Background: an optimization exercise with open tools, aiming at small area, a short achievable clock period and few clock cycles. Do not read the settings as production practice.
Function was checked by simulation only, so behaviour that the tests miss may differ from the original.
No activity file was given, so power comes from the tool's default toggle rates.

File: config.mk
export PLATFORM = sky130hd
export DESIGN_NAME = CPU
export DESIGN_NICKNAME = CPU
export VERILOG_FILES = /design/flow/design.v
export SDC_FILE = /design/flow/constraint.sdc
export NUM_CORES = 4
export LEC_CHECK = 0
export CAP_MARGIN = 20
export CORE_MARGIN = 2
export CORE_UTILIZATION = 40
export PLACE_DENSITY = 0.6
export SLEW_MARGIN = 20
File: constraint.sdc
create_clock -name core_clock -period 10.0 [get_ports {clk}]
set_input_delay 2.0000 -clock core_clock [delete_from_list [all_inputs] [get_ports {clk}]]
set_output_delay 2.0000 -clock core_clock [all_outputs]
set_load 0.01 [all_outputs]
File: design.v
module CPU(
	input clk,
	input rst,
	output reg [15 : 0]PC,
	input  [31 : 0]instr,
	output [15 : 0]mem_addr,
	output [15 : 0]mem_data,
	output write,
	input  [15 : 0]mem_rdata,
	output [255 : 0]REGS,
	output halted
);
	reg [15 : 0] R [0 : 14];
	reg ZF, SF;
	reg halt_r, stuck_r;
	reg halt_p;                 
	reg [15 : 0] ras;           
	genvar gi;
	generate
		for (gi = 0; gi < 15; gi = gi + 1) begin : g_regs
			assign REGS[gi*16 +: 16] = R[gi];
		end
	endgenerate
	assign REGS[255 : 240] = 16'd0;
	assign halted = halt_r;
	reg        e_we;        
	reg        e_wmem;      
	reg        e_wsp;       
	reg        e_store;     
	reg        e_usesum;    
	reg        e_addrb;     
	reg        e_ret;       
	reg        e_setcc, e_sub;
	reg        e_usec;      
	reg        e_fa, e_fb;  
	reg        e_wa, e_wb;  
	reg [1 : 0] e_op;       
	reg [3 : 0] e_dst;
	reg [15 : 0] e_a, e_b, e_c;
	reg        m_we, m_wmem, m_wsp, m_store, m_ret;
	reg [3 : 0] m_dst;
	reg [15 : 0] m_addr, m_data, m_res;
	reg [15 : 0] w1;            
	assign mem_addr = m_addr;
	assign mem_data = m_data;
	assign write = m_store;
	wire [15 : 0] wv = m_wmem ? mem_rdata : m_res;
	wire flush = m_ret && (mem_rdata != m_data);
	wire [15 : 0] a_op = e_fa ? m_res : e_wa ? w1 : e_a;
	wire [15 : 0] b_op = e_fb ? m_res : e_wb ? w1 : e_b;
	wire [15 : 0] x = e_usec ? e_c : (a_op ^ {16{e_sub}});
	reg [15 : 0] sum, gk, pk, pp;
	integer j, d;
	always @(*) begin
		pp = x ^ b_op;
		gk = x & b_op;
		gk[0] = gk[0] | (pp[0] & e_sub);
		pk = pp;
		for (d = 1; d < 16; d = d * 2)
			for (j = 15; j >= d; j = j - 1) begin
				gk[j] = gk[j] | (pk[j] & gk[j - d]);
				pk[j] = pk[j] & pk[j - d];
			end
		sum = pp ^ {gk[14 : 0], e_sub};
	end
	wire [15 : 0] ab_x = a_op ^ b_op;
	wire add_zero = (ab_x == {a_op[14 : 0] | b_op[14 : 0], 1'b0});
	wire eq_zero = ab_x == 16'd0;
	reg  [15 : 0] v;
	always @(*) begin
		case (e_op)
			2'd0: v = sum;
			2'd1: v = x & b_op;
			2'd2: v = x ^ b_op;
			default: v = 16'd1;
		endcase
	end
	reg v_zero;
	always @(*) begin
		case (e_op)
			2'd0: v_zero = e_sub ? eq_zero : add_zero;
			2'd1: v_zero = (a_op & b_op) == 16'd0;
			2'd2: v_zero = eq_zero;
			default: v_zero = 1'b0;
		endcase
	end
	wire zf_l = e_setcc ? v_zero : ZF;
	wire [3 : 0] icode = instr[3 : 0];
	wire [3 : 0] ifun  = instr[7 : 4];
	wire [3 : 0] rA    = instr[11 : 8];
	wire [3 : 0] rB    = instr[15 : 12];
	wire [15 : 0] valC_r = instr[31 : 16];
	wire [15 : 0] valC_j = instr[23 : 8];
	wire i_halt  = icode == 4'd0;
	wire i_rrmov = icode == 4'd2;
	wire i_irmov = icode == 4'd3;
	wire i_rmmov = icode == 4'd4;
	wire i_mrmov = icode == 4'd5;
	wire i_opq   = icode == 4'd6;
	wire i_jxx   = icode == 4'd7;
	wire i_call  = icode == 4'd8;
	wire i_ret   = icode == 4'd9;
	wire i_push  = icode == 4'd10;
	wire i_pop   = icode == 4'd11;
	wire i_inv   = icode >= 4'd13;
	function e_hit;
		input [3 : 0] idx;
		begin
			e_hit = (e_we && !e_wmem && e_dst == idx) || (e_wsp && idx == 4'd4);
		end
	endfunction
	function m_hit;
		input [3 : 0] idx;
		begin
			m_hit = m_we && m_dst == idx && idx != 4'd4;
		end
	endfunction
	wire [15 : 0] s_eff = (m_we && m_dst == 4'd4) ? wv : m_wsp ? m_res : R[4];
	function [15 : 0] rd;
		input [3 : 0] idx;
		begin
			rd = (idx == 4'd15) ? 16'd0 : (idx == 4'd4) ? s_eff : R[idx];
		end
	endfunction
	wire [15 : 0] a_eff = rd(rA);
	wire [15 : 0] b_eff = rd(rB);
	wire use_a = i_rrmov || i_rmmov || i_opq || i_push;
	wire use_b = i_rmmov || i_mrmov || i_opq;
	wire use_s = i_push || i_pop || i_call || i_ret;
	wire e_load = e_we && e_wmem;
	wire stall = (e_load && ((use_a && e_dst == rA) || (use_b && e_dst == rB) ||
	                         (use_s && e_dst == 4'd4))) ||
	             (i_jxx && ifun == 4'd1 && e_setcc);
	wire run = !halt_r && !halt_p && !stuck_r;
	wire go  = run && !stall && !flush;    
	wire cond = (ifun == 4'd0) || (ifun == 4'd1 && SF) ||
	            (ifun == 4'd2 && zf_l) || (ifun == 4'd3 && !zf_l);
	wire [11 : 0] inc4 = PC[15 : 4] + 12'd1;
	wire [10 : 0] inc5 = PC[15 : 5] + 11'd1;
	wire [15 : 0] p16 = {inc4, PC[3 : 0]};
	wire [15 : 0] p32 = {inc5, PC[4 : 0]};
	wire [15 : 0] p8  = PC[3] ? {inc4, 1'b0, PC[2 : 0]} : {PC[15 : 4], 1'b1, PC[2 : 0]};
	wire [15 : 0] p24 = PC[3] ? {inc5, PC[4], 1'b0, PC[2 : 0]} : {inc4, 1'b1, PC[2 : 0]};
	reg  [15 : 0] valP;
	always @(*) begin
		case (icode)
			4'd2, 4'd6, 4'd10, 4'd11: valP = p16;
			4'd3, 4'd4, 4'd5:         valP = p32;
			4'd7, 4'd8:               valP = p24;
			default:                  valP = p8;
		endcase
	end
	wire [15 : 0] pc_next = i_ret ? ras :
	                        (i_call || (i_jxx && cond)) ? valC_j : valP;
	wire f_wmem = i_mrmov || i_pop;
	wire f_we = ((i_rrmov || i_irmov || i_opq) && rB != 4'd15) ||
	            (f_wmem && rA != 4'd15) || i_push || i_call || i_ret;
	wire [3 : 0] f_dst = (i_push || i_call || i_ret) ? 4'd4 : f_wmem ? rA : rB;
	reg [1 : 0] f_op;
	always @(*) begin
		if (i_opq)
			case (ifun)
				4'd0, 4'd1: f_op = 2'd0;
				4'd2: f_op = 2'd1;
				4'd3: f_op = 2'd2;
				default: f_op = 2'd3;
			endcase
		else
			f_op = 2'd0;
	end
	wire [15 : 0] f_b = (i_rmmov || i_mrmov || i_opq) ? b_eff :
	                    use_s ? s_eff : 16'd0;
	wire [15 : 0] f_c = (i_push || i_call) ? 16'hFFF8 : (i_pop || i_ret) ? 16'h0008 : valC_r;
	wire [15 : 0] f_a = i_call ? p24 : i_ret ? ras : a_eff;
	wire [15 : 0] wbus = rst ? 16'd0 : wv;
	integer k;
	always @(posedge clk) begin
		for (k = 0; k < 15; k = k + 1)
			if (rst || (m_we && m_dst == k))
				R[k] <= wbus;
			else if (k == 4 && m_wsp)
				R[k] <= m_res;
	end
	always @(posedge clk) begin
		if (rst) begin
			PC <= 16'd0;
			halt_r <= 1'b0;
			halt_p <= 1'b0;
			stuck_r <= 1'b0;
			ZF <= 1'b0;
			SF <= 1'b0;
			e_we <= 1'b0;
			e_wsp <= 1'b0;
			e_store <= 1'b0;
			e_usesum <= 1'b0;
			e_addrb <= 1'b0;
			e_ret <= 1'b0;
			e_setcc <= 1'b0;
			m_we <= 1'b0;
			m_wsp <= 1'b0;
			m_store <= 1'b0;
			m_ret <= 1'b0;
		end else begin
			if (e_setcc && !flush) begin
				ZF <= v_zero;
				SF <= v[15];
			end
			m_we <= e_we && !flush;
			m_wsp <= e_wsp && !flush;
			m_store <= e_store && !flush;
			m_ret <= e_ret && !flush;
			if (flush)
				PC <= mem_rdata;
			else if (go)
				PC <= pc_next;
			if (flush) begin
				halt_p <= 1'b0;
				stuck_r <= 1'b0;
			end else begin
				if (go && i_halt) begin
					if (e_we || e_wsp || e_store)
						halt_p <= 1'b1;
					else
						halt_r <= 1'b1;
				end
				if (halt_p)
					halt_r <= 1'b1;
				if (go && i_inv)
					stuck_r <= 1'b1;
			end
			e_we <= go && f_we;
			e_wsp <= go && i_pop;
			e_store <= go && (i_rmmov || i_push || i_call);
			e_usesum <= go && (i_rmmov || i_mrmov || i_push || i_call);
			e_addrb <= go && (i_pop || i_ret);
			e_ret <= go && i_ret;
			e_setcc <= go && i_opq;
		end
		if (i_call)
			ras <= p24;
		e_op <= f_op;
		e_sub <= i_opq && ifun == 4'd1;
		e_usec <= i_irmov || i_rmmov || i_mrmov || i_push || i_call || i_pop || i_ret;
		e_dst <= f_dst;
		e_wmem <= f_wmem;
		e_a <= f_a;
		e_fa <= use_a && e_hit(rA);
		e_fb <= ((i_rmmov || i_mrmov || i_opq) && e_hit(rB)) || (use_s && e_hit(4'd4));
		e_wa <= use_a && m_hit(rA);
		e_wb <= (i_rmmov || i_mrmov || i_opq) && m_hit(rB);
		w1 <= wv;
		e_b <= f_b;
		e_c <= f_c;
		m_dst <= e_dst;
		m_wmem <= e_wmem;
		m_res <= v;
		m_data <= a_op;
		m_addr <= e_addrb ? b_op : sum;
	end
endmodule
File: flow/run.sh
#!/bin/bash
# Layout flow: the standard ORFS flow, with the port buffers made from
# the smallest buffer cell (instead of the resizer's default pick), smaller
# clock-tree buffers and no dummy clock loads, and timing repair aimed below
# the clock period. Each tool's full output goes to make.log here and to
# the ORFS logs under orfs/logs.
set -euo pipefail
bash standard.sh \
  "BUFFER_PORTS_ARGS=-buffer_cell sky130_fd_sc_hd__buf_1" \
  "CTS_ARGS=-sink_clustering_enable -repair_clock_nets -dont_use_dummy_load -buf_list {sky130_fd_sc_hd__clkbuf_4}" \
  SETUP_SLACK_MARGIN=6.5 \
  finish > make.log 2>&1
File: standard.sh
#!/bin/bash
# synth_recipe.tcl (not shown) runs the flow's synth.tcl, then flattens the netlist and writes it again
# the make line also repeats each setting of config.mk as NAME=value (left out here)
make -C /OpenROAD-flow-scripts/flow DESIGN_CONFIG=/design/flow/config.mk WORK_HOME=/design/flow/orfs CLKGATE_MAP_FILE= SYNTH_SCRIPT=/design/flow/synth_recipe.tcl "${@:-finish}"
==> results of run 1 <==
## placed cells by master (no fill, tap or decap), types with 15 or more instances in the layout
cell      instances
nor2_1          170
o22ai_1          25
a21oi_2          26
ha_1             42
nor3_1           17
buf_1           277
mux2_2           20
a21o_1           20
a22oi_1         116
a22o_1           23
a31oi_1          18
buf_2            25
dfxtp_1         158
a222oi_1         42
nand2b_1         19
xor2_1           31
nand3_1          76
buf_6            32
o21ai_1          17
conb_1           16
a21oi_1          87
clkbuf_4        109
xnor2_1          59
nand2_1         123
nor2b_1          30
mux2i_1          46
clkbuf_2         18
buf_4           295
inv_1            58
o21ai_0          88
edfxtp_1        240
dfxtp_2          15
a221oi_1         20
## final timing paths
kind,end,cells after the start
worst max-delay path,PC[7],14
worst min-delay path,m_wmem,0
worst max register to register,PC[7],14
worst min register to register,m_wmem,0
## metal layers
metal,part of all wire,GRT usage
met5,0,0
met4,0.052,0.159
met3,0.13,0.0905
met2,0.44,0.528
met1,0.38,0.448
## power by group through the flow
| stage | Combinational, mW | Sequential, mW | Clock, mW |
|---|---|---|---|
| 2_1_floorplan | 0.545 | 2.31 | 0 |
| 3_3_place_gp | 0.991 | 2.34 | 0 |
| 3_5_place_dp | 0.990 | 2.34 | 0 |
| 4_1_cts | 1.21 | 2.28 | 1.15 |
| 5_1_grt | 1.37 | 2.31 | 1.24 |
| 6_report | 1.31 | 2.29 | 1.14 |
## flip-flops by register name (all words and copies together) (netlist names), 2 cells and up
register / flops
PC: 16
R: 240
e_a: 16
e_b: 16
e_c: 16
e_dst: 4
e_op: 2
m_addr: 16
m_data: 16
m_dst: 4
m_res: 16
ras: 16
w1: 16
## per-stage QoR
step                      total power [mW]   util
final                                 4.74  0.517
after global routing                  4.92  0.517
after floorplan                       2.86      -
after CTS                             4.64  0.500
after detailed placement              3.33  0.444
after global placement                3.33  0.444
## cells by family (layout without fill, tap and decap cells)
group / Yosys count / after routing / synth area share
other cells: 1 / 18 / 0.000178
mux: 76 / 76 / 0.0374
simple gates: 558 / 558 / 0.130
fa+ha+maj: 52 / 52 / 0.0316
buf+inv: 218 / 833 / 0.0434
flops: 417 / 417 / 0.511
xor+xnor: 93 / 93 / 0.0387
compound gates: 617 / 617 / 0.207
## area by class of cell
cell class / instances / share of cell area
Inverter: 66 / 0.00978
Tap cell: 688 / 0.0319
Antenna cell: 2 / 0.000185
Sequential cell: 417 / 0.400
Timing Repair inverter: 1 / 0.000325
Multi-Input combinational cell: 1412 / 0.378
Clock buffer: 109 / 0.0303
Timing Repair Buffer: 657 / 0.150
## worst reg2reg max path: stages, from the launching register on
cell	delay (ns)
dfxtp_4	0.36
buf_6	0.13
buf_16	0.13
mux2i_2	0.22
nor2_2	0.07
a21oi_2	0.16
ha_1	0.27
or4_4	0.55
a2111oi_4	0.30
and4_4	0.31
or4_4	0.19
nand2_8	0.10
or4_4	0.50
nand3_2	0.08
a2111oi_2	0.07
## timing repair
| item | in CTS | in global routing |
|---|---|---|
| buffers inserted | 205 | 56 |
| hold buffers | 0 | 0 |
| resized for setup | 191 | 113 |
| pin swaps | 17 | 55 |
| setup endpoints to repair | 250 | 78 |
| cloned | 2 | 2 |
==> flow_metrics.tcl, run 1 <==
set metrics [dict create \
    ys_top_cells_by_count "edfxtp_1, dfxtp_1, nor2_1" \
    power_density_nw_per_um2 176 \
    cp_data_arrival_time_ns 4.25 \
    layout_min_cycle_time_ns 3.60 \
    numCtsBuffers 109 \
    drtAntennaViolNets 0 \
    coreArea_um2 52200 \
    syn_area_per_cell_um2 10.4 \
    rsz0062_at_grt "yes" \
    nFillCells 4792 \
    place_inst 2976 \
    status "no timing/DRC/antenna violations" \
    clkLatencyLatePin_ns 0.89 \
    worst_path_max_delay_cell "or4_4" \
    critPathMaxFanout 8 \
    ys_warn_count 2 \
    placed_area_um2 23200 \
    cts_tree "built" \
    finClkSkew_ns 0.143 \
    p_sw_frac 0.349 \
    dr.pass1.iters 13 \
    cpMostUsedCell "or4_4" \
    drive_above_1_share 0.263 \
    ir_worst_vdd_mv 0.106 \
    r2r_start "e_wa" \
    wl_per_cell_um 28.8 \
    tns_ns 0 \
    yosysSeqAreaShare 0.511 \
    max_freq_mhz 278 \
    grt_pass1_vias 20200 \
    setup_viol 0 \
    synth_area_um2 21000 \
    die_h_um 233 \
    cts-root-buf "clkbuf_4" \
    min_from "e_wmem" \
    yosys.area.top_type_share 0.343 \
    fin_area_um2 27000 \
    hold_viol 0 \
    finalNetCount 2766 \
    p_comb_frac 0.275 \
    vias 21100 \
    die_w_um 233 \
    grt_pass1_wl_mm 136 \
    crit_family "simple AND/OR/NAND/NOR gates" \
    ys_ff_latch 417 \
    final-instance-count-excl-fill 3352 \
    via_per_inst 6.30 \
    max_cap_violations 0 \
    relSlewSlack 0.230 \
    tightest_slew_ns 1.15 \
    switchingPower_mw 1.65 \
    grt_usage 0.342 \
    hp-class "reg2reg" \
    min_period_over_period 0.360 \
    synth_top_area_cell "edfxtp_1" \
    port_buffers 339 \
    multi_input_area_um2 10200 \
    max_stage_delay_ns 0.55 \
    wl_mm 96.5 \
    postSynth.asyncResetShare 0 \
    cp_cell_sequence "buf_6 -> buf_16 -> mux2i_2 -> nor2_2 -> a21oi_2 -> ha_1 -> or4_4 -> a2111oi_4 -> and4_4 -> or4_4 -> nand2_8 -> or4_4 -> nand3_2 -> a2111oi_2" \
    drc 0 \
    hpwl_mm 66.6 \
    cp-startpoint "e_wa" \
    start_util 0.403 \
    cts_sinks 417 \
    first_iter_violations 3778 \
    ys_top_cells_by_area "edfxtp_1, dfxtp_1, a22oi_1" \
    rrSetupSlack_ns 6.40 \
    synth_cell_types 97 \
    timing.hold.ws_ns 0.393 \
    fin_ws_ns 6.40 \
    required_ns 10.65 \
    htreeDepth 3 \
    pwr-share-clk 0.241 \
    grt_antenna_before_repair 3 \
    critical_path_buf_inv_count 2 \
    crit_path_end_kind "flip-flop" \
    routabilityCongestion 0.951 \
    clockBufferDepth 3 \
    grt_max_degree 72 \
    cp-start-kind "flip-flop" \
    clkTransAtPathRegs_ns 0.05 \
    synth_flop_cell "edfxtp_1" \
    path_class "reg2reg" \
    p_leak_nw 10.6 \
    final_max_slew_viol_count 0 \
    io_pins 356 \
    area_delta_synth_final_pct 28.3 \
    post-place-ws_ns 4.74 \
    seq_area_um2 10800 \
    seqPwrFrac 0.483 \
    rows 84 \
    synth_most_common_cell "edfxtp_1" \
    syn_inst 2032 \
    synth_edf_count 240 \
    grt_overflow 0 \
    p_int_mw 3.09 \
    die-area_um2 54400 \
]
Testbench counts, summed over its fixed seeds: cycles 154,407.
==> run 2: changes to the inputs <==
--- a/flow/run.sh
+++ b/flow/run.sh
@@ -8,5 +8,5 @@
 bash standard.sh \
   "BUFFER_PORTS_ARGS=-buffer_cell sky130_fd_sc_hd__buf_1" \
   "CTS_ARGS=-sink_clustering_enable -repair_clock_nets -dont_use_dummy_load -buf_list {sky130_fd_sc_hd__clkbuf_4}" \
-  SETUP_SLACK_MARGIN=6.5 \
+  SETUP_SLACK_MARGIN=6.3 \
   finish > make.log 2>&1
==> run 2 against run 1 <==
  * Count of clock-buffer cells in the layout is 4 higher
  * Still clean on timing, DRC and antenna
  * Non-clock buffer count is 227 lower
  * Core utilization is 4.4 points lower
  * Critical path depth is 5 lower
  * Via count is 4.6% lower
  * Routed wire length is 1.4% lower
  * Setup slack worse by 0.13 ns
  * Synthesized area stayed put
  * Hold slack worse by 0.017 ns
==> flow_metrics.tcl, run 2 <==
set metrics [dict create \
    die_h_um 233 \
    p_sw_frac 0.359 \
    htreeDepth 3 \
    area_delta_synth_final_pct 17.3 \
    dr.pass1.iters 7 \
    final_common_cell "buf_1" \
    cts_tree "built" \
    grt_max_degree 72 \
    finClkSkew_ns 0.154 \
    syn_inst 2032 \
    p_leak_nw 9.18 \
    synth_top_area_cell "edfxtp_1" \
    vias 20200 \
    max_freq_mhz 268 \
    synth_edf_count 240 \
    pwr-share-clk 0.257 \
    tns_ns 0 \
    grt_usage 0.338 \
    syn_area_per_cell_um2 10.4 \
    drive_above_1_share 0.147 \
    ys_top_cells_by_area "edfxtp_1, dfxtp_1, a22oi_1" \
    cts_sinks 417 \
    cpMostUsedCell "buf_4" \
    final_max_slew_viol_count 0 \
    tightest_slew_ns 1.16 \
    required_ns 10.71 \
    rrSetupSlack_ns 6.38 \
    synth_most_common_cell "edfxtp_1" \
    critPathMaxFanout 27 \
    wl_per_cell_um 30.4 \
    clockBufferDepth 3 \
    clkTransAtPathRegs_ns 0.06 \
    setup_viol 0 \
    layout_min_cycle_time_ns 3.73 \
    fin_total_pwr_mw 4.60 \
    yosysSeqAreaShare 0.511 \
    grt_overflow 0 \
    first_iter_violations 3057 \
    port_buffers 339 \
    synth_area_um2 21000 \
    post-route-util 0.472 \
    rows 84 \
    largest_reg_flops 240 \
    ys_top_cells_by_count "edfxtp_1, dfxtp_1, nor2_1" \
    cp_cell_sequence "buf_1 -> buf_4 -> and4bb_1 -> buf_4 -> a22o_1 -> a221oi_1 -> o2111ai_1 -> o21ai_1 -> a31oi_1" \
    die_w_um 233 \
    ys_ff_latch 417 \
    seq_area_um2 10800 \
    layout_common_cells "buf_1, edfxtp_1, nor2_1" \
    p_int_mw 2.95 \
    switchingPower_mw 1.65 \
    critical_path_buf_inv_count 3 \
    postSynth.asyncResetShare 0 \
    hold_viol 0 \
    multi_input_area_um2 9880 \
    ir_worst_vdd_mv 0.0977 \
    grt_pass1_wl_mm 134 \
    finalNetCount 2543 \
    grt_pass1_vias 19300 \
    top_register "R" \
    relSlewSlack 0.227 \
    synth_flop_cell "edfxtp_1" \
    via_per_inst 6.44 \
    placed_area_um2 23100 \
    coreArea_um2 52200 \
    cp_data_arrival_time_ns 4.44 \
    clkLatencyLatePin_ns 0.92 \
    holdBufCountCts 0 \
    worst_path_max_delay_cell "o21ai_1" \
    fin_ws_ns 6.27 \
    rsz0062_at_grt "yes" \
    fin_area_um2 24700 \
    post-place-ws_ns 4.84 \
    cp-start-kind "primary input" \
    min_period_over_period 0.373 \
    synth_cell_types 97 \
    max_cap_violations 0 \
    grt_antenna_before_repair 3 \
    numCtsBuffers 113 \
    status "no timing/DRC/antenna violations" \
    yosys.area.top_type_share 0.343 \
    drtAntennaViolNets 0 \
    wl_mm 95.2 \
    p_comb_frac 0.231 \
    nFillCells 4998 \
    routabilityCongestion 0.960 \
    path_class "in2reg" \
    start_util 0.403 \
    crit_family "compound AO/OA/AOI/OAI gates" \
    max_stage_delay_ns 0.43 \
    die-area_um2 54400 \
    drc 0 \
    ys_warn_count 2 \
    seqPwrFrac 0.512 \
    cts-root-buf "clkbuf_4" \
    hp-class "reg2reg" \
    crit_path_end_kind "flip-flop" \
    power_density_nw_per_um2 186 \
    hpwl_mm 67.7 \
    io_pins 356 \
]
-- run 2: cell counts after synthesis --
Identical to the previous run, type by type.
-- run 2: power groups by stage --
stage | registers [mW] | clock network (mW) | logic, mW
floorplan | 2.31 | 0 | 0.538
global placement | 2.37 | 0 | 0.990
detailed placement | 2.37 | 0 | 0.988
CTS | 2.34 | 1.19 | 1.01
global route | 2.36 | 1.27 | 1.13
finish | 2.35 | 1.18 | 1.06
-- run 2: cell type report --
cell class,count,area share
flip-flops and latches,417,0.436
repair buffers,430,0.0832
clock buffers,113,0.0344
diodes,2,0.000203
inverters,66,0.0105
multi-input cells,1413,0.401
well taps,688,0.0349
-- run 2: per-layer routing --
metal / global-route usage / vias to the layer above / share of wire
met4: 0.138 / 4 / 0.044
met3: 0.0959 / 316 / 0.13
met1: 0.445 / 9703 / 0.38
li1: - / 8471 / -
met2: 0.522 / 1659 / 0.44
met5: 0 / - / 0.00043
-- run 2: timing repair --
action                                  in CTS  in global routing
setup buffers                               23                 18
endpoints found under the setup margin      56                 39
hold endpoints to repair                     0                  0
pin swaps                                    7                 22
resized for setup                           49                 57
cloned                                       0                  2
-- run 2: cells by family (layout without fill, tap and decap cells) --
logic type,after synthesis,count (layout),synth area share
AOI/OAI and AO/OA,617,617,0.207
xor gates and xnor gates,93,93,0.0387
muxes,76,76,0.0374
other,1,18,0.000178
buffers and inverters,218,609,0.0434
and+or+nand+nor,558,559,0.130
DFF,417,417,0.511
adders and majority gates,52,52,0.0316
-- run 2: metrics by stage --
step | hold WS, ns | std cells
6_report | 0.376 | 3129
5_1_grt | 0.391 | 3128
4_1_cts | 0.381 | 3107
3_5_place_dp | 0.374 | 2971
3_3_place_gp | 0.379 | 2971
2_1_floorplan | 0.364 | 2047
-- run 2: worst paths after layout --
kind / cells past startpoint / to / start
worst max-delay path: 9 / e_a[6] / instr[8]
worst min register to register: 0 / m_wmem / e_wmem
worst min-delay path: 0 / m_wmem / e_wmem
worst max register to register: 15 / m_addr[15] / e_wa
==> run 3: changes to the inputs <==
--- a/flow/run.sh
+++ b/flow/run.sh
@@ -8,5 +8,5 @@
 bash standard.sh \
   "BUFFER_PORTS_ARGS=-buffer_cell sky130_fd_sc_hd__buf_1" \
   "CTS_ARGS=-sink_clustering_enable -repair_clock_nets -dont_use_dummy_load -buf_list {sky130_fd_sc_hd__clkbuf_4}" \
-  SETUP_SLACK_MARGIN=6.3 \
+  SETUP_SLACK_MARGIN=6.4 \
   finish > make.log 2>&1
--- a/config.mk
+++ b/config.mk
@@ -8,5 +8,6 @@
 export CAP_MARGIN = 20
 export CORE_MARGIN = 2
 export CORE_UTILIZATION = 40
+export GPL_TIMING_DRIVEN = 0
 export PLACE_DENSITY = 0.6
 export SLEW_MARGIN = 20
==> run 3 against run 2 <==
  * Combinational power is 16% higher
  * Highest routed layer is now met4
  * Critical path type unchanged
  * Cell count is 6.7% higher
  * Register-to-register slack hardly changed
  * Largest cell class unchanged
  * Non-clock buffer count is 211 higher
  * Sequential cell count stayed put
  * Fmax is 1.5% lower
==> flow_metrics.tcl, run 3 <==
set metrics [dict create \
    status "no timing/DRC/antenna violations" \
    cts_tree "built" \
    ys_top_cells_by_area "edfxtp_1, dfxtp_1, a22oi_1" \
    ys_warn_count 2 \
    path_class "in2reg" \
    die_w_um 233 \
    worst_path_max_delay_cell "a222oi_1" \
    cts-root-buf "clkbuf_4" \
    clkTransAtPathRegs_ns 0.07 \
    fin_area_um2 26500 \
    tightest_slew_ns 1.19 \
    grt_antenna_before_repair 5 \
    grt_pass1_vias 20400 \
    syn_area_per_cell_um2 10.4 \
    hold_viol 0 \
    grt_usage 0.373 \
    wl_mm 104 \
    synth_area_um2 21000 \
    port_buffers 336 \
    layout_common_cells "buf_1, edfxtp_1, buf_4" \
    drc 0 \
    top_register "R" \
    synth_most_common_cell "edfxtp_1" \
    clkLatencyLatePin_ns 0.94 \
    cp_cell_sequence "buf_1 -> clkbuf_2 -> nand4_1 -> o31ai_2 -> buf_4 -> clkbuf_4 -> a222oi_1 -> nand3_1 -> nor2_1 -> o22ai_1" \
    required_ns 10.66 \
    setup_viol 0 \
    htreeDepth 3 \
    critPathMaxFanout 10 \
    io_pins 356 \
    start_util 0.403 \
    die-area_um2 54400 \
    synth_top_area_cell "edfxtp_1" \
    coreArea_um2 52200 \
    rows 84 \
    vias 21400 \
    grt_max_degree 26 \
    tns_ns 0 \
    cp_data_arrival_time_ns 4.45 \
    power_density_nw_per_um2 178 \
    rsz0062_at_grt "yes" \
    crit_path_end_kind "flip-flop" \
    drtAntennaViolNets 0 \
    yosysSeqAreaShare 0.511 \
    die_h_um 233 \
    drive_above_1_share 0.226 \
    synth_flop_cell "edfxtp_1" \
    holdBufCountCts 0 \
    finalNetCount 2752 \
    p_leak_nw 10.1 \
    cp-start-kind "primary input" \
    postSynth.asyncResetShare 0 \
    dr.pass1.iters 13 \
    final_common_cell "buf_1" \
    ir_worst_vdd_mv 0.0841 \
    first_iter_violations 3695 \
    grt_overflow 0 \
    yosys.area.top_type_share 0.343 \
    layout_min_cycle_time_ns 3.79 \
    hp-class "reg2reg" \
    final_max_slew_viol_count 0 \
    grt_pass1_wl_mm 144 \
    syn_inst 2032 \
    via_per_inst 6.40 \
    hpwl_mm 76.0 \
    wl_per_cell_um 31.2 \
    area_delta_synth_final_pct 25.9 \
    routabilityCongestion 1.04 \
    min_period_over_period 0.379 \
    cts_sinks 417 \
    ys_ff_latch 417 \
    max_stage_delay_ns 0.44 \
    max_cap_violations 0 \
    synth_cell_types 97 \
    ys_top_cells_by_count "edfxtp_1, dfxtp_1, nor2_1" \
    largest_reg_flops 240 \
    clockBufferDepth 3 \
    placed_area_um2 23600 \
    max_freq_mhz 264 \
    numCtsBuffers 111 \
    relSlewSlack 0.207 \
    synth_edf_count 240 \
    finClkSkew_ns 0.141 \
]
[run 3: cell count changes in the layout (fill, tap and decap cells not counted), sizes merged]
cell and delta:
clkbuf +107, nand2 +1, nand2b -1, buf +102, diode +2
[run 3: per-layer routing]
metal | wire length [um] | share of wire | GRT usage
met5 | 0 | 0 | 0
met4 | 7050 | 0.068 | 0.199
met2 | 45300 | 0.43 | 0.576
met1 | 38200 | 0.37 | 0.465
met3 | 13700 | 0.13 | 0.116
[run 3: cell families after synthesis]
logic type / share of synthesized area
AO/OA/AOI/OAI: 0.207
AND/OR/NAND/NOR: 0.130
flip-flops: 0.511
buffers and inverters: 0.0434
XOR/XNOR: 0.0387
multiplexers: 0.0374
adder cells (fa/ha/maj): 0.0316
other: 0.000178
[run 3: what timing repair did]
action	CTS	global route
gates resized for setup	181	126
hold endpoints to repair	0	0
endpoints found under the setup margin	128	139
gates cloned	2	0
buffers inserted	61	83
pin swaps	26	47
[run 3: final cells by class]
cell class / count / area [um2]
inverter: 66 / 251
buffer: 152 / 876
clock buffer: 111 / 833
sequential: 417 / 10800
timing repair buffer: 489 / 2520
fill: 4879 / 25800
antenna: 4 / 10.0
multi-input combinational: 1413 / 10400
tap: 688 / 861
[run 3: path summary, 6_finish.rpt]
check	from	end	slack, ns	depth (start not counted)
max	instr[15]	e_b[8]	6.21	10
min	e_dst[2]	m_dst[2]	0.35	0
max reg2reg	e_wa	m_res[14]	6.37	18
min reg2reg	e_dst[2]	m_dst[2]	0.35	0
[run 3: where the power goes]
group	switching (mW)	internal, mW	total (mW)
registers	0.239	2.09	2.32
logic	0.785	0.441	1.23
clock network	0.675	0.498	1.17
[run 3: critical path, delay by kind of cell]
family	cells	cell delay, ns
AO/OA/AOI/OAI	3	0.72
buffers and inverters	4	0.98
AND/OR/NAND/NOR	3	0.73
[run 3: metrics by stage]
stage | total power [mW] | cells | utilization | setup WS, ns | hold slack, ns
2_1_floorplan | 2.85 | 2047 | - | 6.11 | 0.364
3_3_place_gp | 3.36 | 3071 | 0.447 | 4.43 | 0.376
3_5_place_dp | 3.37 | 3079 | 0.451 | 4.63 | 0.380
4_1_cts | 4.60 | 3253 | 0.488 | 6.34 | 0.361
5_1_grt | 4.88 | 3340 | 0.507 | 6.24 | 0.381
6_report | 4.72 | 3340 | 0.507 | 6.21 | 0.352
==> run 4: changes to the inputs <==
--- a/design.v
+++ b/design.v
@@ -30,6 +30,9 @@
 	reg        e_usesum;    
 	reg        e_addrb;     
 	reg        e_ret;       
+	reg        e_jx;        
+	reg [1 : 0] e_jfun;
+	reg        e_zp, e_zpv;  
 	reg        e_setcc, e_sub;
 	reg        e_usec;      
 	reg        e_fa, e_fb;  
@@ -84,7 +87,8 @@
 			default: v_zero = 1'b0;
 		endcase
 	end
-	wire zf_l = e_setcc ? v_zero : ZF;
+	wire mis = e_jx && !((e_jfun == 2'd1 && SF) || (e_jfun == 2'd2 && ZF) ||
+	                     (e_jfun == 2'd3 && !ZF));
 	wire [3 : 0] icode = instr[3 : 0];
 	wire [3 : 0] ifun  = instr[7 : 4];
 	wire [3 : 0] rA    = instr[11 : 8];
@@ -128,13 +132,26 @@
 	wire use_b = i_rmmov || i_mrmov || i_opq;
 	wire use_s = i_push || i_pop || i_call || i_ret;
 	wire e_load = e_we && e_wmem;
-	wire stall = (e_load && ((use_a && e_dst == rA) || (use_b && e_dst == rB) ||
-	                         (use_s && e_dst == 4'd4))) ||
-	             (i_jxx && ifun == 4'd1 && e_setcc);
+	wire stall = e_load && ((use_a && e_dst == rA) || (use_b && e_dst == rB) ||
+	                        (use_s && e_dst == 4'd4));
 	wire run = !halt_r && !halt_p && !stuck_r;
-	wire go  = run && !stall && !flush;    
-	wire cond = (ifun == 4'd0) || (ifun == 4'd1 && SF) ||
+	wire go  = run && !stall && !flush && !mis;    
+	wire jcond = ifun == 4'd1 || ifun == 4'd2 || ifun == 4'd3;
+	wire zknown = e_zpv && (ifun == 4'd2 || ifun == 4'd3);
+	wire predict = i_jxx && jcond && e_setcc && !zknown;
+	wire zf_l = e_setcc ? e_zp : ZF;
+	wire cond = (ifun == 4'd0) || predict || (ifun == 4'd1 && SF) ||
 	            (ifun == 4'd2 && zf_l) || (ifun == 4'd3 && !zf_l);
+	wire [15 : 0] fab_x = a_eff ^ b_eff;
+	reg f_zp;
+	always @(*) begin
+		case (ifun)
+			4'd0: f_zp = fab_x == {a_eff[14 : 0] | b_eff[14 : 0], 1'b0};
+			4'd1, 4'd3: f_zp = fab_x == 16'd0;
+			4'd2: f_zp = (a_eff & b_eff) == 16'd0;
+			default: f_zp = 1'b0;
+		endcase
+	end
 	wire [11 : 0] inc4 = PC[15 : 4] + 12'd1;
 	wire [10 : 0] inc5 = PC[15 : 5] + 11'd1;
 	wire [15 : 0] p16 = {inc4, PC[3 : 0]};
@@ -170,7 +187,8 @@
 	end
 	wire [15 : 0] f_b = (i_rmmov || i_mrmov || i_opq) ? b_eff :
 	                    use_s ? s_eff : 16'd0;
-	wire [15 : 0] f_c = (i_push || i_call) ? 16'hFFF8 : (i_pop || i_ret) ? 16'h0008 : valC_r;
+	wire [15 : 0] f_c = (i_push || i_call) ? 16'hFFF8 : (i_pop || i_ret) ? 16'h0008 :
+	                    i_jxx ? valP : valC_r;
 	wire [15 : 0] f_a = i_call ? p24 : i_ret ? ras : a_eff;
 	wire [15 : 0] wbus = rst ? 16'd0 : wv;
 	integer k;
@@ -195,6 +213,7 @@
 			e_usesum <= 1'b0;
 			e_addrb <= 1'b0;
 			e_ret <= 1'b0;
+			e_jx <= 1'b0;
 			e_setcc <= 1'b0;
 			m_we <= 1'b0;
 			m_wsp <= 1'b0;
@@ -211,6 +230,8 @@
 			m_ret <= e_ret && !flush;
 			if (flush)
 				PC <= mem_rdata;
+			else if (mis)
+				PC <= e_c;
 			else if (go)
 				PC <= pc_next;
 			if (flush) begin
@@ -234,6 +255,7 @@
 			e_usesum <= go && (i_rmmov || i_mrmov || i_push || i_call);
 			e_addrb <= go && (i_pop || i_ret);
 			e_ret <= go && i_ret;
+			e_jx <= go && predict;
 			e_setcc <= go && i_opq;
 		end
 		if (i_call)
@@ -251,6 +273,9 @@
 		w1 <= wv;
 		e_b <= f_b;
 		e_c <= f_c;
+		e_jfun <= ifun[1 : 0];
+		e_zp <= f_zp;
+		e_zpv <= !(e_hit(rA) || m_hit(rA) || e_hit(rB) || m_hit(rB));
 		m_dst <= e_dst;
 		m_wmem <= e_wmem;
 		m_res <= v;
==> flow/run.sh (replaced) <==
#!/bin/bash
# Layout flow: the standard ORFS flow, with the port buffers made from
# the smallest buffer cell (instead of the resizer's default pick) and
# smaller clock-tree buffers. Each tool's full output goes to make.log here
# and to the ORFS logs under orfs/logs.
set -euo pipefail
bash standard.sh \
  "BUFFER_PORTS_ARGS=-buffer_cell sky130_fd_sc_hd__buf_1" \
  "CTS_BUF_LIST=sky130_fd_sc_hd__clkbuf_4 sky130_fd_sc_hd__clkbuf_8" \
  SETUP_SLACK_MARGIN=6.6 \
  finish > make.log 2>&1
--- a/config.mk
+++ b/config.mk
@@ -8,6 +8,5 @@
 export CAP_MARGIN = 20
 export CORE_MARGIN = 2
 export CORE_UTILIZATION = 40
-export GPL_TIMING_DRIVEN = 0
 export PLACE_DENSITY = 0.6
 export SLEW_MARGIN = 20
==> run 4 against run 3 <==
  * Die area increased by 8.4%
  * Hold slack improved by 0.072 ns
  * Clock power increased by 36%
  * Largest cell class is now multi-input gates
  * Setup slack got worse by 0.56 ns
==> flow_metrics.tcl, run 4 <==
set metrics [dict create \
    status "no timing/DRC/antenna violations" \
    grt_usage 0.367 \
    synth_cell_types 97 \
    clockBufferDepth 3 \
    area_delta_synth_final_pct 36.1 \
    layout_min_cycle_time_ns 4.34 \
    final_max_slew_viol_count 0 \
    drc 0 \
    cts-root-buf "clkbuf_8" \
    postSynth.asyncResetShare 0 \
    place_inst 3217 \
    hpwl_mm 77.7 \
    clkTransAtPathRegs_ns 0.06 \
    min_period_over_period 0.434 \
    post-place-ws_ns 3.76 \
    synth_top_area_cell "edfxtp_1" \
    cts_sinks 422 \
    gr-usage-met2 0.583 \
    final-instance-count-excl-fill 3623 \
    layout_common_cells "buf_1, edfxtp_1, buf_4" \
    synth_most_common_cell "edfxtp_1" \
    required_ns 10.59 \
    coreArea_um2 56400 \
    grt_pass1_vias 21600 \
    port_buffers 339 \
    ys_warn_count 2 \
    yosys.area.top_type_share 0.316 \
    synth_flop_cell "edfxtp_1" \
    setup_viol 0 \
    top_register "R" \
    hold_viol 0 \
    finClkSkew_ns 0.0438 \
    first_iter_violations 3503 \
    synth_area_um2 22800 \
    final_common_cell "buf_1" \
    synth_edf_count 240 \
    dr.pass1.iters 9 \
    grt_overflow 0 \
    start_util 0.405 \
    numCtsBuffers 74 \
    tns_ns 0 \
    via_per_inst 6.40 \
    top_usage_layer "met2" \
    nFillCells 5021 \
    grt_max_degree 64 \
    ys_ff_latch 422 \
    wl_mm 117 \
    wl_per_cell_um 32.2 \
    yosysSeqAreaShare 0.475 \
    htreeDepth 3 \
    grt_pass1_wl_mm 157 \
    clkLatencyLatePin_ns 0.70 \
    vias 23200 \
    critPathMaxFanout 7 \
    p_leak_nw 12.1 \
    cts_tree "built" \
    seq_area_um2 10900 \
    die_h_um 243 \
    max_freq_mhz 230 \
    met3_usage 0.0881 \
    die-area_um2 59000 \
    largest_reg_flops 240 \
    rsz0062_at_grt "yes" \
    routabilityCongestion 1.01 \
    ir_worst_vdd_mv 0.129 \
    power_density_nw_per_um2 179 \
    cp_data_arrival_time_ns 4.94 \
    multi_input_area_um2 12600 \
    die_w_um 243 \
    max_cap_violations 0 \
    ys_top_cells_by_count "edfxtp_1, nand2_1, dfxtp_1" \
    cp-start-kind "primary input" \
    drive_above_1_share 0.286 \
    grt_antenna_before_repair 1 \
    fin_ws_ns 5.66 \
    ys_top_cells_by_area "edfxtp_1, dfxtp_1, ha_1" \
    finalNetCount 2951 \
    hp-class "reg2reg" \
    relSlewSlack 0.258 \
    tightest_slew_ns 1.10 \
    rows 87 \
    crit_path_end_kind "flip-flop" \
    use_met1 0.461 \
    syn_area_per_cell_um2 10.2 \
    syn_inst 2231 \
    io_pins 356 \
    path_class "in2reg" \
    drtAntennaViolNets 0 \
]
[run 4: cell count changes in the layout (fill, tap and decap cells not counted), moves of 25 or more]
cell	change
a221oi_2	+25
buf_12	+28
nor2_1	-27
clkbuf_1	-52
buf_4	+50
clkbuf_4	-107
clkbuf_8	+81
buf_6	+51
clkbuf_2	-37
nand2_1	+51
a22oi_1	-25
nand3_1	-45
o21ai_1	+32
[run 4: per-layer routing]
layer / up-vias / wire length (um)
li1: 9546 / -
met1: 11200 / 43000
met2: 1897 / 52500
met3: 483 / 13300
met4: 2 / 8020
met5: - / 15
[run 4: cell families after synthesis]
| group | Yosys count | synth area share |
|---|---|---|
| mux | 98 | 0.0443 |
| simple gates | 611 | 0.140 |
| other cells | 1 | 0.000164 |
| compound gates | 635 | 0.196 |
| xor+xnor | 117 | 0.0449 |
| fa+ha+maj | 83 | 0.0461 |
| flops | 422 | 0.475 |
| buf+inv | 264 | 0.0533 |
[run 4: path summary, 6_finish.rpt]
kind	from	endpoint	slack (ns)	depth (start not counted)
max	instr[15]	e_zp	5.66	15
min	e_dst[3]	m_dst[3]	0.42	0
max reg2reg	m_we	e_zp	6.51	11
min reg2reg	e_dst[3]	m_dst[3]	0.42	0
[run 4: power breakdown]
| part | switching, mW | total (mW) | internal (mW) | leakage [nW] |
|---|---|---|---|---|
| clock | 0.760 | 1.59 | 0.826 | 0.747 |
| combinational | 0.939 | 1.58 | 0.643 | 7.42 |
| sequential | 0.286 | 2.41 | 2.12 | 3.96 |
[run 4: layout make-up]
type | instances | share of cell area
diodes | 1 | 0.0000805
clock inverters | 22 | 0.00390
inverters | 83 | 0.0109
clock buffers | 101 | 0.0411
flip-flops and latches | 422 | 0.350
multi-input cells | 1570 | 0.405
well taps | 756 | 0.0304
repair buffers | 668 | 0.159
[run 4: stage by stage]
| step | area [um2] | power, mW | utilization | hold slack [ns] |
|---|---|---|---|---|
| global route | 31100 | 5.73 | 0.551 | 0.437 |
| floorplan | 23600 | 3.09 | - | 0.380 |
| detailed placement | 25100 | 3.65 | 0.445 | 0.395 |
| CTS | 29000 | 5.37 | 0.515 | 0.403 |
| global placement | 25100 | 3.65 | 0.445 | 0.391 |
| finish | 31100 | 5.58 | 0.551 | 0.424 |
[run 4: critical path, stage by stage]
cell	delay, ns
buf_12	0.12
buf_12	0.13
buf_12	0.15
nor4b_4	0.29
buf_6	0.23
a22o_1	0.17
a221oi_1	0.05
and3_4	0.20
a221oi_4	0.33
inv_2	0.08
ha_4	0.25
or4_4	0.54
nor3_2	0.19
nand4_1	0.11
o211ai_1	0.10
[run 4: timing repair]
| action | 4_1_cts | 5_1_grt |
|---|---|---|
| setup buffers | 143 | 102 |
| hold endpoints to repair | 0 | 0 |
| pin swaps | 68 | 105 |
| setup endpoints to repair | 119 | 85 |
| cloned | 17 | 19 |
| hold buffers | 0 | 0 |
| resized for setup | 255 | 240 |
Testbench counts of run 4, summed over its fixed seeds: cycles 154,530.
==> run 5: changes to the inputs <==
--- a/design.v
+++ b/design.v
@@ -32,7 +32,6 @@
 	reg        e_ret;       
 	reg        e_jx;        
 	reg [1 : 0] e_jfun;
-	reg        e_zp, e_zpv;  
 	reg        e_setcc, e_sub;
 	reg        e_usec;      
 	reg        e_fa, e_fb;  
@@ -137,21 +136,9 @@
 	wire run = !halt_r && !halt_p && !stuck_r;
 	wire go  = run && !stall && !flush && !mis;    
 	wire jcond = ifun == 4'd1 || ifun == 4'd2 || ifun == 4'd3;
-	wire zknown = e_zpv && (ifun == 4'd2 || ifun == 4'd3);
-	wire predict = i_jxx && jcond && e_setcc && !zknown;
-	wire zf_l = e_setcc ? e_zp : ZF;
+	wire predict = i_jxx && jcond && e_setcc;
 	wire cond = (ifun == 4'd0) || predict || (ifun == 4'd1 && SF) ||
-	            (ifun == 4'd2 && zf_l) || (ifun == 4'd3 && !zf_l);
-	wire [15 : 0] fab_x = a_eff ^ b_eff;
-	reg f_zp;
-	always @(*) begin
-		case (ifun)
-			4'd0: f_zp = fab_x == {a_eff[14 : 0] | b_eff[14 : 0], 1'b0};
-			4'd1, 4'd3: f_zp = fab_x == 16'd0;
-			4'd2: f_zp = (a_eff & b_eff) == 16'd0;
-			default: f_zp = 1'b0;
-		endcase
-	end
+	            (ifun == 4'd2 && ZF) || (ifun == 4'd3 && !ZF);
 	wire [11 : 0] inc4 = PC[15 : 4] + 12'd1;
 	wire [10 : 0] inc5 = PC[15 : 5] + 11'd1;
 	wire [15 : 0] p16 = {inc4, PC[3 : 0]};
@@ -274,8 +261,6 @@
 		e_b <= f_b;
 		e_c <= f_c;
 		e_jfun <= ifun[1 : 0];
-		e_zp <= f_zp;
-		e_zpv <= !(e_hit(rA) || m_hit(rA) || e_hit(rB) || m_hit(rB));
 		m_dst <= e_dst;
 		m_wmem <= e_wmem;
 		m_res <= v;
==> run 5 against run 4 <==
  * Sequential cell count fell by 2
  * Fmax up 23%
  * Clock power increased by about 10%
  * Largest cell class is now registers
  * Still clean on timing, DRC and antenna
  * Highest routed layer unchanged
  * Clock skew up 0.0049 ns
  * Count of clock-buffer cells in the layout is 10 higher
  * Cell count fell by 9.1%
  * Register-to-register slack lost 0.04 ns
==> flow_metrics.tcl, run 5 <==
set metrics [dict create \
    p_sw_frac 0.339 \
    finClkSkew_ns 0.0487 \
    worst_path_max_delay_cell "or4_1" \
    drc 0 \
    layout_min_cycle_time_ns 3.53 \
    synth_cell_types 86 \
    wl_mm 102 \
    ys_top_cells_by_area "edfxtp_1, dfxtp_1, a22oi_1" \
    routabilityCongestion 0.978 \
    grt_pass1_vias 20000 \
    postSynth.asyncResetShare 0 \
    required_ns 10.54 \
    p_comb_frac 0.224 \
    syn_inst 2057 \
    timing.hold.ws_ns 0.429 \
    grt_max_degree 42 \
    ys_ff_latch 420 \
    die-area_um2 54900 \
    holdBufCountCts 0 \
    yosysSeqAreaShare 0.510 \
    r2r_start "e_wa" \
    ir_worst_vdd_mv 0.113 \
    via_per_inst 6.47 \
    hp-class "reg2reg" \
    setup_viol 0 \
    hold_viol 0 \
    cts-root-buf "clkbuf_8" \
    hpwl_mm 68.1 \
    drtAntennaViolNets 0 \
    relSlewSlack 0.166 \
    tns_ns 0 \
    crit_path_end_kind "flip-flop" \
    max_stage_delay_ns 0.49 \
    wl_per_cell_um 31.0 \
    cts_sinks 420 \
    coreArea_um2 52600 \
    critPathMaxFanout 5 \
    min_period_over_period 0.353 \
    final_common_cell "buf_1" \
    top_register "R" \
    nFillCells 4779 \
    grt_overflow 0 \
    ys_warn_count 2 \
    largest_reg_flops 240 \
    port_buffers 339 \
    clockBufferDepth 3 \
    max_freq_mhz 284 \
    path_class "reg2reg" \
    rsz0062_at_grt "yes" \
    holdPathEnd "m_dst[2]" \
    r2r_end "m_addr[15]" \
    p_leak_nw 10.6 \
    finalNetCount 2648 \
    rows 84 \
    power_density_nw_per_um2 192 \
    drive_above_1_share 0.221 \
    htreeDepth 3 \
    cp_cell_sequence "buf_12 -> buf_4 -> mux2i_1 -> nor2_1 -> a21oi_2 -> xor2_1 -> o21ai_2 -> ha_2 -> a211o_1 -> o21bai_4 -> a211oi_4 -> or4_1 -> a31o_2 -> xnor2_1 -> o21ai_1" \
    synth_top_area_cell "edfxtp_1" \
    rrSetupSlack_ns 6.47 \
    r2r.worst_path.cells 15 \
    area_delta_synth_final_pct 30.3 \
    numCtsBuffers 77 \
    clkLatencyLatePin_ns 0.69 \
    pwr-share-clk 0.330 \
    max_cap_violations 0 \
    holdPathStages 0 \
    synth_most_common_cell "edfxtp_1" \
    synth_flop_cell "edfxtp_1" \
    start_util 0.404 \
    first_iter_violations 3441 \
    synth_area_um2 21200 \
    grt_pass1_wl_mm 140 \
    min_from "e_dst[2]" \
    grt_antenna_before_repair 3 \
    io_pins 356 \
    p_int_mw 3.52 \
    cp_data_arrival_time_ns 4.07 \
    grt_usage 0.355 \
    cp-start-kind "flip-flop" \
    layout_common_cells "buf_1, edfxtp_1, dfxtp_1, buf_4, nand2_1" \
    ys_top_cells_by_count "edfxtp_1, dfxtp_1, nor2_1" \
    dr.pass1.iters 7 \
    die_w_um 234 \
    synth_edf_count 240 \
    diodes 0 \
    clkTransAtPathRegs_ns 0.06 \
    switchingPower_mw 1.80 \
    status "no timing/DRC/antenna violations" \
    tightest_slew_ns 1.25 \
    vias 21300 \
    die_h_um 234 \
    syn_area_per_cell_um2 10.3 \
    yosys.area.top_type_share 0.340 \
    cts_tree "built" \
    final_max_slew_viol_count 0 \
    seqPwrFrac 0.447 \
]
run 5: power groups by stage:
| stage | Combinational, mW | Sequential, mW | Clock, mW |
|---|---|---|---|
| 3_3_place_gp | 1.00 | 2.39 | 0 |
| 5_1_grt | 1.26 | 2.39 | 1.84 |
| 4_1_cts | 1.08 | 2.36 | 1.76 |
| 2_1_floorplan | 0.561 | 2.34 | 0 |
| 6_report | 1.19 | 2.38 | 1.75 |
| 3_5_place_dp | 1.01 | 2.39 | 0 |
run 5: kinds of logic (layout without fill, tap and decap cells):
logic type               after synthesis  in the layout  synth area share
AND/OR/NAND/NOR                      569            570             0.135
AO/OA/AOI/OAI                        607            608             0.195
XOR/XNOR                             100            100            0.0413
adder cells (fa/ha/maj)               53             53            0.0318
other                                  1             16          0.000177
buffers and inverters                222            754            0.0465
flip-flops                           420            420             0.510
multiplexers                          85             85            0.0410
run 5: how the worst max path moves through the flow:
stage                             to     start  slack (ns)
after floorplan               PC[14]  instr[1]        6.39
after global placement         PC[8]  instr[2]        4.98
after detailed placement       PC[8]  instr[2]        4.91
after CTS                 m_addr[14]      e_wa        6.39
after global routing      m_addr[14]      e_wa        6.35
final                     m_addr[15]      e_wa        6.47
run 5: cell type report:
| type | count | area, um2 | share of cell area |
|---|---|---|---|
| multi-input cells | 1432 | 10500 | 0.381 |
| inverters | 62 | 259 | 0.00937 |
| clock buffers | 111 | 1350 | 0.0487 |
| repair buffers | 551 | 3520 | 0.127 |
| clock inverters | 28 | 256 | 0.00928 |
| flip-flops and latches | 420 | 10800 | 0.392 |
| repair inverters | 2 | 27.5 | 0.000995 |
| well taps | 688 | 861 | 0.0311 |
run 5: what timing repair did:
item,in CTS,in global routing
buffers inserted,61,80
resized for setup,174,119
gates cloned,10,5
pin swaps,44,81
setup endpoints to repair,159,84
run 5: layer usage:
metal | share of wire | global-route usage | vias up
met5 | 0.00026 | 0 | -
met4 | 0.066 | 0.187 | 4
met3 | 0.13 | 0.102 | 487
met2 | 0.44 | 0.553 | 1875
met1 | 0.37 | 0.448 | 10200
li1 | - | - | 8788
run 5: stage by stage:
step	worst slack [ns]	util	cells	cell area (um2)	total power, mW
floorplan	6.39	-	2072	21700	2.90
global placement	4.98	0.448	2999	23500	3.39
detailed placement	4.91	0.448	2999	23500	3.40
CTS	6.39	0.504	3209	26500	5.21
global route	6.35	0.526	3294	27700	5.48
finish	6.47	0.526	3294	27700	5.32
run 5: worst max-delay path: cells and delay by family (launching register included):
family                     cells  cell delay [ns]
muxes                          1             0.27
DFF                            1             0.34
and+or+nand+nor                2             0.58
xor gates and xnor gates       2             0.33
adders and majority gates      1             0.36
buffers and inverters          2             0.26
AOI/OAI and AO/OA              7             1.25
Testbench counts of run 5, summed over its fixed seeds: cycles 159,259.
==> run 6: changes to the inputs <==
--- a/design.v
+++ b/design.v
@@ -30,8 +30,6 @@
 	reg        e_usesum;    
 	reg        e_addrb;     
 	reg        e_ret;       
-	reg        e_jx;        
-	reg [1 : 0] e_jfun;
 	reg        e_setcc, e_sub;
 	reg        e_usec;      
 	reg        e_fa, e_fb;  
@@ -86,8 +84,7 @@
 			default: v_zero = 1'b0;
 		endcase
 	end
-	wire mis = e_jx && !((e_jfun == 2'd1 && SF) || (e_jfun == 2'd2 && ZF) ||
-	                     (e_jfun == 2'd3 && !ZF));
+	wire zf_l = e_setcc ? v_zero : ZF;
 	wire [3 : 0] icode = instr[3 : 0];
 	wire [3 : 0] ifun  = instr[7 : 4];
 	wire [3 : 0] rA    = instr[11 : 8];
@@ -131,14 +128,13 @@
 	wire use_b = i_rmmov || i_mrmov || i_opq;
 	wire use_s = i_push || i_pop || i_call || i_ret;
 	wire e_load = e_we && e_wmem;
-	wire stall = e_load && ((use_a && e_dst == rA) || (use_b && e_dst == rB) ||
-	                        (use_s && e_dst == 4'd4));
+	wire stall = (e_load && ((use_a && e_dst == rA) || (use_b && e_dst == rB) ||
+	                         (use_s && e_dst == 4'd4))) ||
+	             (i_jxx && ifun == 4'd1 && e_setcc);
 	wire run = !halt_r && !halt_p && !stuck_r;
-	wire go  = run && !stall && !flush && !mis;    
-	wire jcond = ifun == 4'd1 || ifun == 4'd2 || ifun == 4'd3;
-	wire predict = i_jxx && jcond && e_setcc;
-	wire cond = (ifun == 4'd0) || predict || (ifun == 4'd1 && SF) ||
-	            (ifun == 4'd2 && ZF) || (ifun == 4'd3 && !ZF);
+	wire go  = run && !stall && !flush;    
+	wire cond = (ifun == 4'd0) || (ifun == 4'd1 && SF) ||
+	            (ifun == 4'd2 && zf_l) || (ifun == 4'd3 && !zf_l);
 	wire [11 : 0] inc4 = PC[15 : 4] + 12'd1;
 	wire [10 : 0] inc5 = PC[15 : 5] + 11'd1;
 	wire [15 : 0] p16 = {inc4, PC[3 : 0]};
@@ -154,8 +150,23 @@
 			default:                  valP = p8;
 		endcase
 	end
-	wire [15 : 0] pc_next = i_ret ? ras :
-	                        (i_call || (i_jxx && cond)) ? valC_j : valP;
+	wire take = i_call || (i_jxx && cond);
+	wire s_fl  = flush;
+	wire s_hd  = !flush && !go;
+	wire s_adv = !flush && go;
+	wire s_ret = s_adv && i_ret;
+	wire s_tk  = s_adv && take;
+	wire s_seq = s_adv && !i_ret && !take;
+	wire s_16 = s_seq && (icode == 4'd2 || icode == 4'd6 || icode == 4'd10 || icode == 4'd11);
+	wire s_32 = s_seq && (icode == 4'd3 || icode == 4'd4 || icode == 4'd5);
+	wire s_24 = s_seq && (icode == 4'd7 || icode == 4'd8);
+	wire s_8  = s_seq && !(icode == 4'd2 || icode == 4'd6 || icode == 4'd10 || icode == 4'd11 ||
+	                       icode == 4'd3 || icode == 4'd4 || icode == 4'd5 || icode == 4'd7 ||
+	                       icode == 4'd8);
+	wire [15 : 0] pc_d = ({16{s_fl}} & mem_rdata) | ({16{s_hd}} & PC) |
+	                     ({16{s_ret}} & ras) | ({16{s_tk}} & valC_j) |
+	                     ({16{s_8}} & p8) | ({16{s_16}} & p16) |
+	                     ({16{s_24}} & p24) | ({16{s_32}} & p32);
 	wire f_wmem = i_mrmov || i_pop;
 	wire f_we = ((i_rrmov || i_irmov || i_opq) && rB != 4'd15) ||
 	            (f_wmem && rA != 4'd15) || i_push || i_call || i_ret;
@@ -174,8 +185,7 @@
 	end
 	wire [15 : 0] f_b = (i_rmmov || i_mrmov || i_opq) ? b_eff :
 	                    use_s ? s_eff : 16'd0;
-	wire [15 : 0] f_c = (i_push || i_call) ? 16'hFFF8 : (i_pop || i_ret) ? 16'h0008 :
-	                    i_jxx ? valP : valC_r;
+	wire [15 : 0] f_c = (i_push || i_call) ? 16'hFFF8 : (i_pop || i_ret) ? 16'h0008 : valC_r;
 	wire [15 : 0] f_a = i_call ? p24 : i_ret ? ras : a_eff;
 	wire [15 : 0] wbus = rst ? 16'd0 : wv;
 	integer k;
@@ -200,7 +210,6 @@
 			e_usesum <= 1'b0;
 			e_addrb <= 1'b0;
 			e_ret <= 1'b0;
-			e_jx <= 1'b0;
 			e_setcc <= 1'b0;
 			m_we <= 1'b0;
 			m_wsp <= 1'b0;
@@ -215,12 +224,7 @@
 			m_wsp <= e_wsp && !flush;
 			m_store <= e_store && !flush;
 			m_ret <= e_ret && !flush;
-			if (flush)
-				PC <= mem_rdata;
-			else if (mis)
-				PC <= e_c;
-			else if (go)
-				PC <= pc_next;
+			PC <= pc_d;
 			if (flush) begin
 				halt_p <= 1'b0;
 				stuck_r <= 1'b0;
@@ -242,7 +246,6 @@
 			e_usesum <= go && (i_rmmov || i_mrmov || i_push || i_call);
 			e_addrb <= go && (i_pop || i_ret);
 			e_ret <= go && i_ret;
-			e_jx <= go && predict;
 			e_setcc <= go && i_opq;
 		end
 		if (i_call)
@@ -260,7 +263,6 @@
 		w1 <= wv;
 		e_b <= f_b;
 		e_c <= f_c;
-		e_jfun <= ifun[1 : 0];
 		m_dst <= e_dst;
 		m_wmem <= e_wmem;
 		m_res <= v;
--- a/flow/run.sh
+++ b/flow/run.sh
@@ -7,5 +7,5 @@
 bash standard.sh \
   "BUFFER_PORTS_ARGS=-buffer_cell sky130_fd_sc_hd__buf_1" \
   "CTS_BUF_LIST=sky130_fd_sc_hd__clkbuf_4 sky130_fd_sc_hd__clkbuf_8" \
-  SETUP_SLACK_MARGIN=6.6 \
+  SETUP_SLACK_MARGIN=6.2 \
   finish > make.log 2>&1
==> run 6 against run 5 <==
  * Non-clock buffer count down 95
  * Fmax decreased by 7.9%
  * Sequential cell count shrank 3
  * Critical path type is now in2reg
  * Largest power group unchanged
  * Highest routed layer unchanged
==> flow_metrics.tcl, run 6 <==
set metrics [dict create \
    power_density_nw_per_um2 189 \
    rsz0062_at_grt "yes" \
    ys_warn_count 2 \
    p_leak_nw 9.61 \
    status "no timing/DRC/antenna violations" \
    seq_area_um2 10800 \
    htreeDepth 3 \
    max_freq_mhz 261 \
    drtAntennaViolNets 0 \
    synth_cell_types 76 \
    crit_end "PC[8]" \
    fin_ws_ns 6.17 \
    cts-root-buf "clkbuf_8" \
    grt_usage 0.344 \
    crit_family "compound AO/OA/AOI/OAI gates" \
    synth_flop_cell "edfxtp_1" \
    layout_min_cycle_time_ns 3.83 \
    hpwl_mm 68.4 \
    area_delta_synth_final_pct 23.9 \
    worst_path_max_delay_cell "o41a_1" \
    synth_top_area_cell "edfxtp_1" \
    postSynth.asyncResetShare 0 \
    numCtsBuffers 73 \
    drc 0 \
    layout_common_cells "buf_1, edfxtp_1, nand2_1" \
    cp-startpoint "mem_rdata[8]" \
    largest_reg_flops 240 \
    first_iter_violations 3819 \
    start_util 0.406 \
    cp_cell_sequence "clkbuf_4 -> xnor2_2 -> nand4_1 -> o41a_1 -> buf_12 -> nor4_4 -> buf_12 -> nand2_4 -> a21oi_4 -> clkbuf_16 -> a31oi_4 -> a31oi_1" \
    critical_path_buf_inv_count 4 \
    die-area_um2 54200 \
    top_register "R" \
    setup_viol 0 \
    via_per_inst 6.45 \
    io_pins 356 \
    yosysSeqAreaShare 0.514 \
    place_inst 3013 \
    routabilityCongestion 0.990 \
    critPathMaxFanout 8 \
    die_h_um 233 \
    post-place-ws_ns 4.55 \
    final_max_slew_viol_count 0 \
    crit_path_end_kind "flip-flop" \
    multi_input_area_um2 10200 \
    wl_per_cell_um 30.4 \
    ir_worst_vdd_mv 0.116 \
    max_cap_violations 0 \
    required_ns 10.58 \
    grt_overflow 0 \
    synth_area_um2 20900 \
    yosys.area.top_type_share 0.344 \
    r2r.worst_path.cells 16 \
    cp-start-kind "primary input" \
    ys_top_cells_by_count "edfxtp_1, nand2_1, nor2_1" \
    rows 83 \
    grt_pass1_vias 19400 \
    post-route-util 0.504 \
    clockBufferDepth 3 \
    synth_most_common_cell "edfxtp_1" \
    finClkSkew_ns 0.0273 \
    ys_ff_latch 417 \
    final_common_cell "buf_1" \
    grt_max_degree 39 \
    clkTransAtPathRegs_ns 0.06 \
    hold_viol 0 \
    wl_mm 97.5 \
    path_class "in2reg" \
    relSlewSlack 0.306 \
    tightest_slew_ns 1.04 \
    syn_area_per_cell_um2 10.1 \
    drive_above_1_share 0.170 \
    tns_ns 0 \
    r2r_end "m_res[15]" \
    syn_inst 2071 \
    synth_edf_count 240 \
    nFillCells 4837 \
    coreArea_um2 51500 \
    min_period_over_period 0.383 \
    grt_pass1_wl_mm 135 \
    rrSetupSlack_ns 6.22 \
    r2r_start "e_wa" \
    hp-class "reg2reg" \
    finalNetCount 2571 \
    path_depth 12 \
    max_stage_delay_ns 0.43 \
    cp_data_arrival_time_ns 4.41 \
    clkLatencyLatePin_ns 0.67 \
    vias 20700 \
    dr.pass1.iters 14 \
    cts_sinks 417 \
    die_w_um 233 \
    final-instance-count-excl-fill 3204 \
    cts_tree "built" \
    cpMostUsedCell "buf_12" \
    ys_top_cells_by_area "edfxtp_1, dfxtp_1, a22oi_1" \
    port_buffers 339 \
    grt_antenna_before_repair 4 \
]
==> run 6: how the worst min path moves through the flow <==
stage / from / end / slack [ns] / cells after the start
2_1_floorplan: e_wmem / m_wmem / 0.36 / 0
3_3_place_gp: e_wmem / m_wmem / 0.39 / 0
3_5_place_dp: e_wmem / m_wmem / 0.39 / 0
4_1_cts: e_wmem / m_wmem / 0.40 / 0
5_1_grt: e_wmem / m_wmem / 0.41 / 0
6_report: e_wmem / m_wmem / 0.40 / 0
==> run 6: cells by family after synthesis <==
group | synth area share
adder cells (fa/ha/maj) | 0.0312
other | 0.000179
flip-flops | 0.514
AND/OR/NAND/NOR | 0.134
AO/OA/AOI/OAI | 0.197
multiplexers | 0.0377
XOR/XNOR | 0.0443
buffers and inverters | 0.0421
==> run 6: layer usage <==
layer | global-route usage | up-vias | wire [um]
li1 | - | 8568 | -
met1 | 0.449 | 9839 | 36200
met2 | 0.530 | 1823 | 42700
met3 | 0.0991 | 433 | 13400
met4 | 0.151 | 4 | 5190
met5 | 0 | - | 23
==> run 6: timing repair <==
item / CTS / global route
setup buffers: 15 / 41
gates cloned: 0 / 6
pin swaps: 5 / 37
gates resized for setup: 83 / 139
setup endpoints to repair: 91 / 55
hold buffers: 0 / 0
==> run 6: final cells by class <==
cell class,count,share of cell area
clock buffer,106,0.0497
timing repair buffer,456,0.0958
sequential,417,0.415
multi-input combinational,1472,0.392
tap,680,0.0328
antenna,1,0.0000965
inverter,50,0.00724
clock inverter,22,0.00738
==> run 6: report_power, final <==
| part | internal [mW] | switching (mW) |
|---|---|---|
| Sequential | 2.05 | 0.227 |
| Combinational | 0.324 | 0.648 |
| Clock | 0.907 | 0.747 |
| Total | 3.28 | 1.62 |
==> run 6: worst register-to-register path, cell delays in order, from the launching register on <==
cell and delay (ns):
dfxtp_4 0.39, buf_12 0.15, buf_4 0.12, mux2i_1 0.19, nor2_1 0.08, a21oi_2 0.23
xnor2_1 0.10, o21ai_1 0.25, ha_2 0.37, o21ai_0 0.40, a211oi_2 0.15, o31ai_2 0.12
a311oi_2 0.19, o21ai_1 0.22, a21o_1 0.18, mux2i_2 0.32, nand2_1 0.18
==> run 6: per-stage QoR <==
stage	hold slack (ns)	area, um2	power, mW
2_1_floorplan	0.365	21100	2.73
6_report	0.401	25900	4.91
3_5_place_dp	0.386	23100	3.18
3_3_place_gp	0.387	23100	3.17
4_1_cts	0.396	25000	4.82
5_1_grt	0.406	25900	5.05
Testbench counts of run 6, summed over its fixed seeds: cycles 154,407.

## re-timing with driven ports
Ports are ideal in the flow. The routed layouts listed here were re-timed in OpenROAD. Step 1, drivers: a clkbuf_16 drives clk and a buf_2 each remaining input, both assumed. Step 2 also shifts input and output timing later by t, the mid clock arrival at the registers, as if the neighbouring blocks saw the same clock. Slacks: ideal / step 1 / step 2; pairs: ideal / step 1.
run | shift t [ns] | slack for setup (ns) | hold slack, ns | slew at the worst register clock pin (ns) | pins driven straight from the clock port
run 1 | 0.879 | 6.401 / 6.370 / 5.614 | 0.393 / 0.393 / 0.393 | 0.08 / 0.08 | 1
run 2 | 0.907 | 6.268 / 6.244 / 5.396 | 0.376 / 0.376 / 0.376 | 0.07 / 0.07 | 1
run 3 | 0.915 | 6.212 / 6.241 / 5.326 | 0.352 / 0.352 / 0.352 | 0.08 / 0.08 | 1
run 4 | 0.736 | 5.655 / 5.659 / 4.923 | 0.424 / 0.424 / 0.424 | 0.07 / 0.07 | 1
run 5 | 0.718 | 6.474 / 6.474 / 5.794 | 0.429 / 0.429 / 0.429 | 0.07 / 0.07 | 1
run 6 | 0.712 | 6.172 / 6.207 / 5.495 | 0.401 / 0.401 / 0.401 | 0.07 / 0.07 | 1
After both steps setup and hold are still met in every run listed. For run 3, which loses most, drivers alone change the setup slack by +0.029 ns; drivers and shift together by -0.886 ns.
